Source: an optimization exercise on an open RTL-to-GDS flow (aim: small area and a short achievable clock period). Production flows keep margins and buffers that such runs may drop.
Function not checked in this run: the RTL went through the layout flow alone.
No activity file was given, so power comes from the tool's default toggle rates.

==> config.mk <==
export PLATFORM = sky130hd
export DESIGN_NAME = fifos_interface
export DESIGN_NICKNAME = fifos_interface
export VERILOG_FILES = /design/flow/design.v
export SDC_FILE = /design/flow/constraint.sdc
export NUM_CORES = 4
export LEC_CHECK = 0
export CAP_MARGIN = 20
export CORE_MARGIN = 2
export CORE_UTILIZATION = 40
export SLEW_MARGIN = 20
==> constraint.sdc <==
create_clock -name core_clock -period 5.5 [get_ports {clk}]
set_input_delay 1.1000 -clock core_clock [delete_from_list [all_inputs] [get_ports {clk}]]
set_output_delay 1.1000 -clock core_clock [all_outputs]
set_load 0.01 [all_outputs]
==> design.v <==
`timescale 1ns / 1ps
module fifo (
  clk,
  rst,
  i_read_packet_en,
  i_write_packet_en,
  i_write_packet,
  o_read_packet,
  o_empty_flag,
  o_full_flag
);
  parameter FIFO_DEPTH = 32;
  parameter LOG2_FIFO_DEPTH = 5;
  parameter DATA_LINE_WIDTH = 40;
  parameter CONTROL_LINE_WIDTH = 0;
  input clk;
  input rst;
  input i_read_packet_en;
  input i_write_packet_en;
  input [DATA_LINE_WIDTH+CONTROL_LINE_WIDTH-1:0] i_write_packet;
  output reg [DATA_LINE_WIDTH+CONTROL_LINE_WIDTH-1:0] o_read_packet;
  output o_empty_flag;
  output o_full_flag;
  reg [(DATA_LINE_WIDTH+CONTROL_LINE_WIDTH-1):0] FIFO [0:(FIFO_DEPTH-1)];
  reg [FIFO_DEPTH-1:0] FIFOvalid;
  reg [LOG2_FIFO_DEPTH-1:0] head_pointer;
  reg [LOG2_FIFO_DEPTH-1:0] tail_pointer;
  reg [FIFO_DEPTH-1:0] valid_n;
  reg [LOG2_FIFO_DEPTH-1:0] head_n;
  reg [LOG2_FIFO_DEPTH-1:0] tail_n;
  reg wrote;
  always @ (posedge clk) begin
    if (rst) begin
      FIFOvalid <= 'd0;
      head_pointer <= 'd0;
      tail_pointer <= 'd0;
      o_read_packet <= 'b0;
    end else begin
    valid_n = FIFOvalid;
    head_n = head_pointer;
    tail_n = tail_pointer;
    wrote = 1'b0;
    if ( (i_write_packet_en == 1'b1) && (valid_n[tail_n] == 1'b0) ) begin
      FIFO[tail_n] <= i_write_packet;
      valid_n[tail_n] = 1'b1;
      wrote = 1'b1;
      if (tail_n < (FIFO_DEPTH-1)) begin
        tail_n = tail_n + 1'b1;
      end else begin
        tail_n = 'd0;
      end
    end
    if ( (i_read_packet_en == 1'b1) && (valid_n[head_n] == 1'b1) ) begin
      if (wrote && (head_n == tail_pointer)) begin
        o_read_packet <= i_write_packet;
      end else begin
        o_read_packet <= FIFO[head_n];
      end
      valid_n[head_n] = 1'b0;
      if (head_n < (FIFO_DEPTH-1)) begin
        head_n = head_n + 1'b1;
      end else begin
        head_n = 'd0;
      end
    end else begin
      o_read_packet <= 'b0;  
    end
    FIFOvalid <= valid_n;
    head_pointer <= head_n;
    tail_pointer <= tail_n;
    end
  end
  assign o_empty_flag = !FIFOvalid[head_pointer];
  assign o_full_flag = FIFOvalid[tail_pointer];
endmodule
`timescale 1ns / 1ps
module fifos_interface (
  clk,
  rst,
  i_mc_sreq_inbits,
  i_mc_sreq_wen,
  o_mc_sreq_fifo_empty,
  o_mc_sreq_fifo_full,
  i_sc_rreq_ren,
  o_sc_rreq_outbits,
  i_sc_sresp_inbits,
  i_sc_sresp_wen,
  o_sc_sresp_fifo_empty,
  o_sc_sresp_fifo_full,
  i_mc_rresp_ren,
  o_mc_rresp_outbits,
  o_credits_m2s,
  o_credits_s2m
);
  parameter FIFO_DEPTH = 32;
  parameter LOG2_FIFO_DEPTH = 5;
  parameter DATA_LINE_WIDTH = 40;
  parameter CONTROL_LINE_WIDTH = 0;
  input clk;
  input rst;  
  input [DATA_LINE_WIDTH+CONTROL_LINE_WIDTH-1:0] i_mc_sreq_inbits;  
  input i_mc_sreq_wen;  
  output o_mc_sreq_fifo_empty;  
  output o_mc_sreq_fifo_full;  
  wire [DATA_LINE_WIDTH+CONTROL_LINE_WIDTH-1:0] w_req_bus;  
  input i_sc_rreq_ren;
  output [DATA_LINE_WIDTH+CONTROL_LINE_WIDTH-1:0] o_sc_rreq_outbits;
  wire w_sc_rreq_fifo_empty;
  wire w_sc_rreq_fifo_full;
  input [DATA_LINE_WIDTH+CONTROL_LINE_WIDTH-1:0] i_sc_sresp_inbits;
  input i_sc_sresp_wen;
  output o_sc_sresp_fifo_empty;
  output o_sc_sresp_fifo_full;
  wire [DATA_LINE_WIDTH+CONTROL_LINE_WIDTH-1:0] w_resp_bus;  
  input i_mc_rresp_ren;
  output [DATA_LINE_WIDTH+CONTROL_LINE_WIDTH-1:0] o_mc_rresp_outbits;
  wire w_mc_rresp_fifo_empty;
  wire w_mc_rresp_fifo_full;
  output wire [LOG2_FIFO_DEPTH:0] o_credits_m2s;
  output wire [LOG2_FIFO_DEPTH:0] o_credits_s2m;
  reg [LOG2_FIFO_DEPTH:0] credits_m2s;
  reg [LOG2_FIFO_DEPTH:0] credits_s2m;
  fifo M_fifo_sreq (
    .clk(clk),
    .rst(rst),
    .i_read_packet_en(!w_sc_rreq_fifo_full),
    .i_write_packet_en(i_mc_sreq_wen),
    .i_write_packet(i_mc_sreq_inbits),
    .o_read_packet(w_req_bus),
    .o_empty_flag(o_mc_sreq_fifo_empty),
    .o_full_flag(o_mc_sreq_fifo_full)
  );
  fifo S_fifo_rreq (
    .clk(clk),
    .rst(rst),
    .i_read_packet_en(i_sc_rreq_ren),
    .i_write_packet_en(!w_sc_rreq_fifo_full),
    .i_write_packet(w_req_bus),
    .o_read_packet(o_sc_rreq_outbits),
    .o_empty_flag(w_sc_rreq_fifo_empty),
    .o_full_flag(w_sc_rreq_fifo_full)
  );
  fifo S_fifo_sresp (
    .clk(clk),
    .rst(rst),
    .i_read_packet_en(!w_mc_rresp_fifo_full),
    .i_write_packet_en(i_sc_sresp_wen),
    .i_write_packet(i_sc_sresp_inbits),
    .o_read_packet(w_resp_bus),
    .o_empty_flag(o_sc_sresp_fifo_empty),
    .o_full_flag(o_sc_sresp_fifo_full)
  );
  fifo M_fifo_rresp (
    .clk(clk),
    .rst(rst),
    .i_read_packet_en(i_mc_rresp_ren),
    .i_write_packet_en(!w_mc_rresp_fifo_full),
    .i_write_packet(w_resp_bus),
    .o_read_packet(o_mc_rresp_outbits),
    .o_empty_flag(w_mc_rresp_fifo_empty),
    .o_full_flag(w_mc_rresp_fifo_full)
  );
  always @ (posedge clk) begin
    if (rst) begin
      credits_m2s <= FIFO_DEPTH;
      credits_s2m <= FIFO_DEPTH;
    end else begin
    if ((i_sc_rreq_ren) && (!w_sc_rreq_fifo_full)) begin
      credits_m2s <= credits_m2s;
    end else if ((i_sc_rreq_ren) && (credits_m2s < FIFO_DEPTH)) begin  
      credits_m2s <= credits_m2s + 1'b1;
    end else if ((!w_sc_rreq_fifo_full) && (credits_m2s < FIFO_DEPTH)) begin  
      credits_m2s <= credits_m2s - 1'b1;
    end
    if ((i_mc_rresp_ren) && (!w_mc_rresp_fifo_full)) begin
      credits_s2m <= credits_s2m;
    end else if ((i_mc_rresp_ren) && (credits_m2s < FIFO_DEPTH)) begin  
      credits_s2m <= credits_s2m + 1'b1;
    end else if ((!w_mc_rresp_fifo_full) && (credits_m2s < FIFO_DEPTH)) begin  
      credits_s2m <= credits_s2m - 1'b1;
    end
    end
  end 
  assign o_credits_s2m = credits_s2m;
  assign o_credits_m2s = credits_m2s;
endmodule
==> run.sh <==
#!/bin/bash
# synth_recipe.tcl (not shown) runs the flow's synth.tcl, then flattens the netlist and writes it again
# the make line also repeats each setting of config.mk as NAME=value (left out here)
make -C /OpenROAD-flow-scripts/flow DESIGN_CONFIG=/design/flow/config.mk WORK_HOME=/design/flow/orfs CLKGATE_MAP_FILE= SYNTH_SCRIPT=/design/flow/synth_recipe.tcl finish
==> results.py <==
metrics = {
    "timing": {
        "setup_viol": 0,
        "clock.fmax_ghz": 0.189,
        "clock_skew_ps": 29.9,
        "worst_pin_slew_ps": 1140,
        "timing.final.crit_period_ps": 5300,
        "holdWs_ps": 512,
        "finalHoldViolCount": 0,
        "setup-tns-final_ps": 0,
        "slew_headroom_pct": 23.7,
        "grt_setup_unrepaired": "no",
        "slew_viol_final": 0,
        "min_period_over_period_pct": 96.3,
    },
    "final_layout": {
        "seq_area_um2": 161000,
        "nets": 11100,
        "fillers": 43700,
        "drive_above_1_share_pct": 26.5,
        "multi_input_area_um2": 51700,
        "final_cells": 18500,
        "syn2layout_area_growth_pct": 15.1,
    },
    "logic_synthesis": {
        "synth-seq-cells": 5460,
        "synth_area_um2": 214000,
        "synthArstFlopShare_pct": 0,
        "dominantRegCellSynth": "edfxtp_1",
        "ys_seq_area_share_pct": 75.1,
        "netlist_top_cells_area": "edfxtp_1, mux4_2, dfxtp_1, mux2i_1, nor2_1",
        "synth_area_per_cell_um2": 20.5,
        "synth_edf_count": 5120,
        "synth_cell_types": 111,
        "synth_top_area_share_pct": 71.9,
        "synth_area_leader_cell": "edfxtp_1",
        "syn_nets": 10600,
        "netlist_instances": 10400,
        "yosys_warnings": 2,
    },
    "placement": {
        "gp_congestion": 0.850,
        "dp_cells": 17400,
        "hpwl_um": 308000,
        "io_buffers": 181,
    },
    "floorplan": {
        "rows": 268,
        "core_area_um2": 533000,
        "fp.dieH_um": 735,
        "num_io_pins": 182,
        "dieWidth_um": 735,
        "initial_core_util_pct": 40.1,
        "die-area_um2": 541000,
    },
    "clock_tree": {
        "ctsRootBufferMaster": "clkbuf_16",
        "h-tree-depth": 6,
        "clock_latency_ps": 1060,
        "cts_buffers": 570,
        "clock_sinks": 5460,
        "clk_pin_slew_ps": 60,
        "holdBufCountCts": 0,
        "cts_buffer_depth": 4,
        "cts_tree": "yes",
    },
    "drt": {
        "dr.pass1.iters": 6,
        "ant_nets": 0,
        "avgViaCountPerCell": 5.97,
        "drc_errors": 0,
        "wl_per_cell_um": 31.3,
        "drt_iter0_drc": 12400,
        "route.vias.total": 110000,
        "wl_um": 579000,
    },
    "grt": {
        "grt_max_degree": 143,
        "grt_use_total_pct": 20.9,
        "antenna_found_initial": 40,
        "grt_pass1_vias": 111000,
        "grt_overflow_total": 0,
        "grt_pass1_wl_um": 822000,
    },
    "power": {
        "p_per_area_nw_per_um2": 443,
        "power.total_mw": 109,
        "peakVddDrop_uv": 401,
        "leakage_nw": 75.6,
    },
    "status": {
        "status": "no timing/DRC/antenna violations",
    },
    "worst_setup_path": {
        "path_delay_family": "multiplexers",
        "r2r_setup_slack_ps": 670,
        "worstSetupPathType": "reg2out",
        "cp-startpoint": "S_fifo_sresp.tail_pointer[0]$_SDFFE_PP0N_",
        "endpoint_kind": "primary output",
        "cp_slowest_cell": "dfxtp_1",
        "crit_buf_inv": 1,
        "reg2reg_from": "S_fifo_sresp.tail_pointer[0]$_SDFFE_PP0N_",
        "start_kind": "flop",
        "worstPathRequired_ps": 4400,
        "crit_chain": "mux4_1 > mux2_2 > a211o_4 > or2_1 > clkdlybuf4s50_1",
        "arrival_ps": 4200,
        "max_stage_delay_ps": 760,
        "critPathMaxFanout": 16,
    },
    "min_path": {
        "min_path_type": "in2reg",
        "min_from": "rst",
    },
    "job": {
        "drv_cap": 0,
    },
}
per-stage QoR:
stage | setup slack (ps) | utilization (%) | cell area, um^2
6_report | 202 | 46.2 | 246000
4_1_cts | 39.9 | 46.2 | 246000
3_5_place_dp | 788 | 42.8 | 228000
3_3_place_gp | 683 | 42.8 | 228000
2_1_floorplan | -359 | - | 214000
5_1_grt | 48.3 | 46.2 | 246000
cell families after synthesis:
| logic type | share of synthesized area, % |
|---|---|
| muxes | 16.7 |
| xor gates and xnor gates | 0.217 |
| and+or+nand+nor | 2.62 |
| AOI/OAI and AO/OA | 3.90 |
| adders and majority gates | 0.282 |
| buffers and inverters | 1.27 |
| DFF | 75.1 |
routing by layer:
layer | vias to the layer above | track usage, % | wire [um]
li1 | 45000 | - | -
met3 | 896 | 3.32 | 44100
met5 | - | 0 | 103
met2 | 4782 | 33.9 | 277000
met1 | 59600 | 29.9 | 243000
met4 | 16 | 4.95 | 13700
synthesized netlist by cell type (49+ instances only):
library cell	number
nand2_1	301
buf_2	57
clkbuf_1	398
a211oi_1	49
mux4_2	1414
buf_1	167
mux2_2	58
o21ai_0	135
o22ai_1	74
nor2_1	483
nor3_1	157
edfxtp_1	5120
a21oi_1	334
mux2i_1	308
a31oi_1	81
dfxtp_1	340
a311oi_1	106
sequential cells by signal, indices dropped and copies added (netlist names), 6 cells and up:
name / count
M_fifo_rresp.FIFO: 1280
M_fifo_sreq.FIFO: 1280
S_fifo_rreq.FIFO: 1280
S_fifo_sresp.FIFO: 1280
M_fifo_rresp.o_read_packet: 40
M_fifo_sreq.o_read_packet: 40
S_fifo_rreq.o_read_packet: 40
S_fifo_sresp.o_read_packet: 40
M_fifo_rresp.FIFOvalid: 32
M_fifo_sreq.FIFOvalid: 32
S_fifo_rreq.FIFOvalid: 32
S_fifo_sresp.FIFOvalid: 32
credits_m2s: 6
credits_s2m: 6
placed cells by master, fill, tap and decap left out, types with 43 or more instances in the layout:
master           netlist  final
clkinv_1               4     96
mux2i_1              308    308
o22ai_1               74     74
a21oi_1              334    334
buf_12                 0    132
mux4_2              1414   1414
a311oi_1             106    106
nor2_1               483    373
a211oi_1              49     49
a31oi_1               81     81
o21ai_0              135    135
clkbuf_1             398    142
clkbuf_16              0    588
mux2_2                58     58
buf_4                  7    320
nand3_1               43     43
nand2_1              301    300
edfxtp_1            5120   5120
clkinv_2               0     76
ha_1                  45     45
nor2_4                 2    111
clkdlybuf4s50_1        0    146
dfxtp_1              340    300
o221ai_1              45     45
nor3_1               157    136
worst paths after layout:
path	cells after the start	to
max reg2reg	11	S_fifo_sresp.head_pointer[3]$_SDFFE_PP0P_
max	5	o_sc_sresp_fifo_full
min	2	M_fifo_rresp.o_read_packet[35]$_SDFF_PP0_
min reg2reg	2	credits_m2s[4]$_SDFFE_PP0P_
area by class of cell:
| class | count | share of cell area (%) |
|---|---|---|
| Timing Repair Buffer | 635 | 2.73 |
| Clock buffer | 754 | 6.33 |
| Sequential cell | 5460 | 65.2 |
| Multi-Input combinational cell | 4277 | 21.0 |
| Clock inverter | 264 | 1.04 |
| Inverter | 49 | 0.0813 |
| Antenna cell | 15 | 0.0152 |
| Tap cell | 7020 | 3.57 |
what timing repair did:
action                                 CTS  global route
setup buffers                            0             0
setup endpoints to repair                1             1
gates resized for setup                  2             1
gates cloned                             0             0
endpoints found under the hold margin    0             0
power by group:
part	switching, mW	total, mW	internal (mW)
Clock	15.8	37.7	21.8
Sequential	1.42	49.9	48.5
Combinational	12.5	21.4	8.89
Total	29.8	109	79.2

-- afterwards: timing with drivers on the ports --
Ports are ideal in the flow. The routed layout listed here was re-timed in OpenROAD. Step 1 (the two cells are an assumption about what drives the block):
set clk [get_ports {clk}]
set_driving_cell -lib_cell sky130_fd_sc_hd__clkbuf_16 $clk
set_driving_cell -lib_cell sky130_fd_sc_hd__buf_2 [delete_from_list [all_inputs] $clk]
Step 2 moves the port delays by t, midway between the first and last clock arrival at a register: inputs arrive t later, outputs are due t later. That takes back most of the time a late clock gives input paths. Slacks: ideal ports / drivers / drivers and shift; pairs: ideal ports / drivers.
shift t [ns]: 1.175
setup slack, ns: 0.202 / 0.081 / 0.302
hold WS [ns]: 0.512 / 0.443 / 0.533
After both steps setup and hold are still met in this run. The setup slack of this run moves by -0.121 ns with the drivers and by +0.100 ns with both steps.
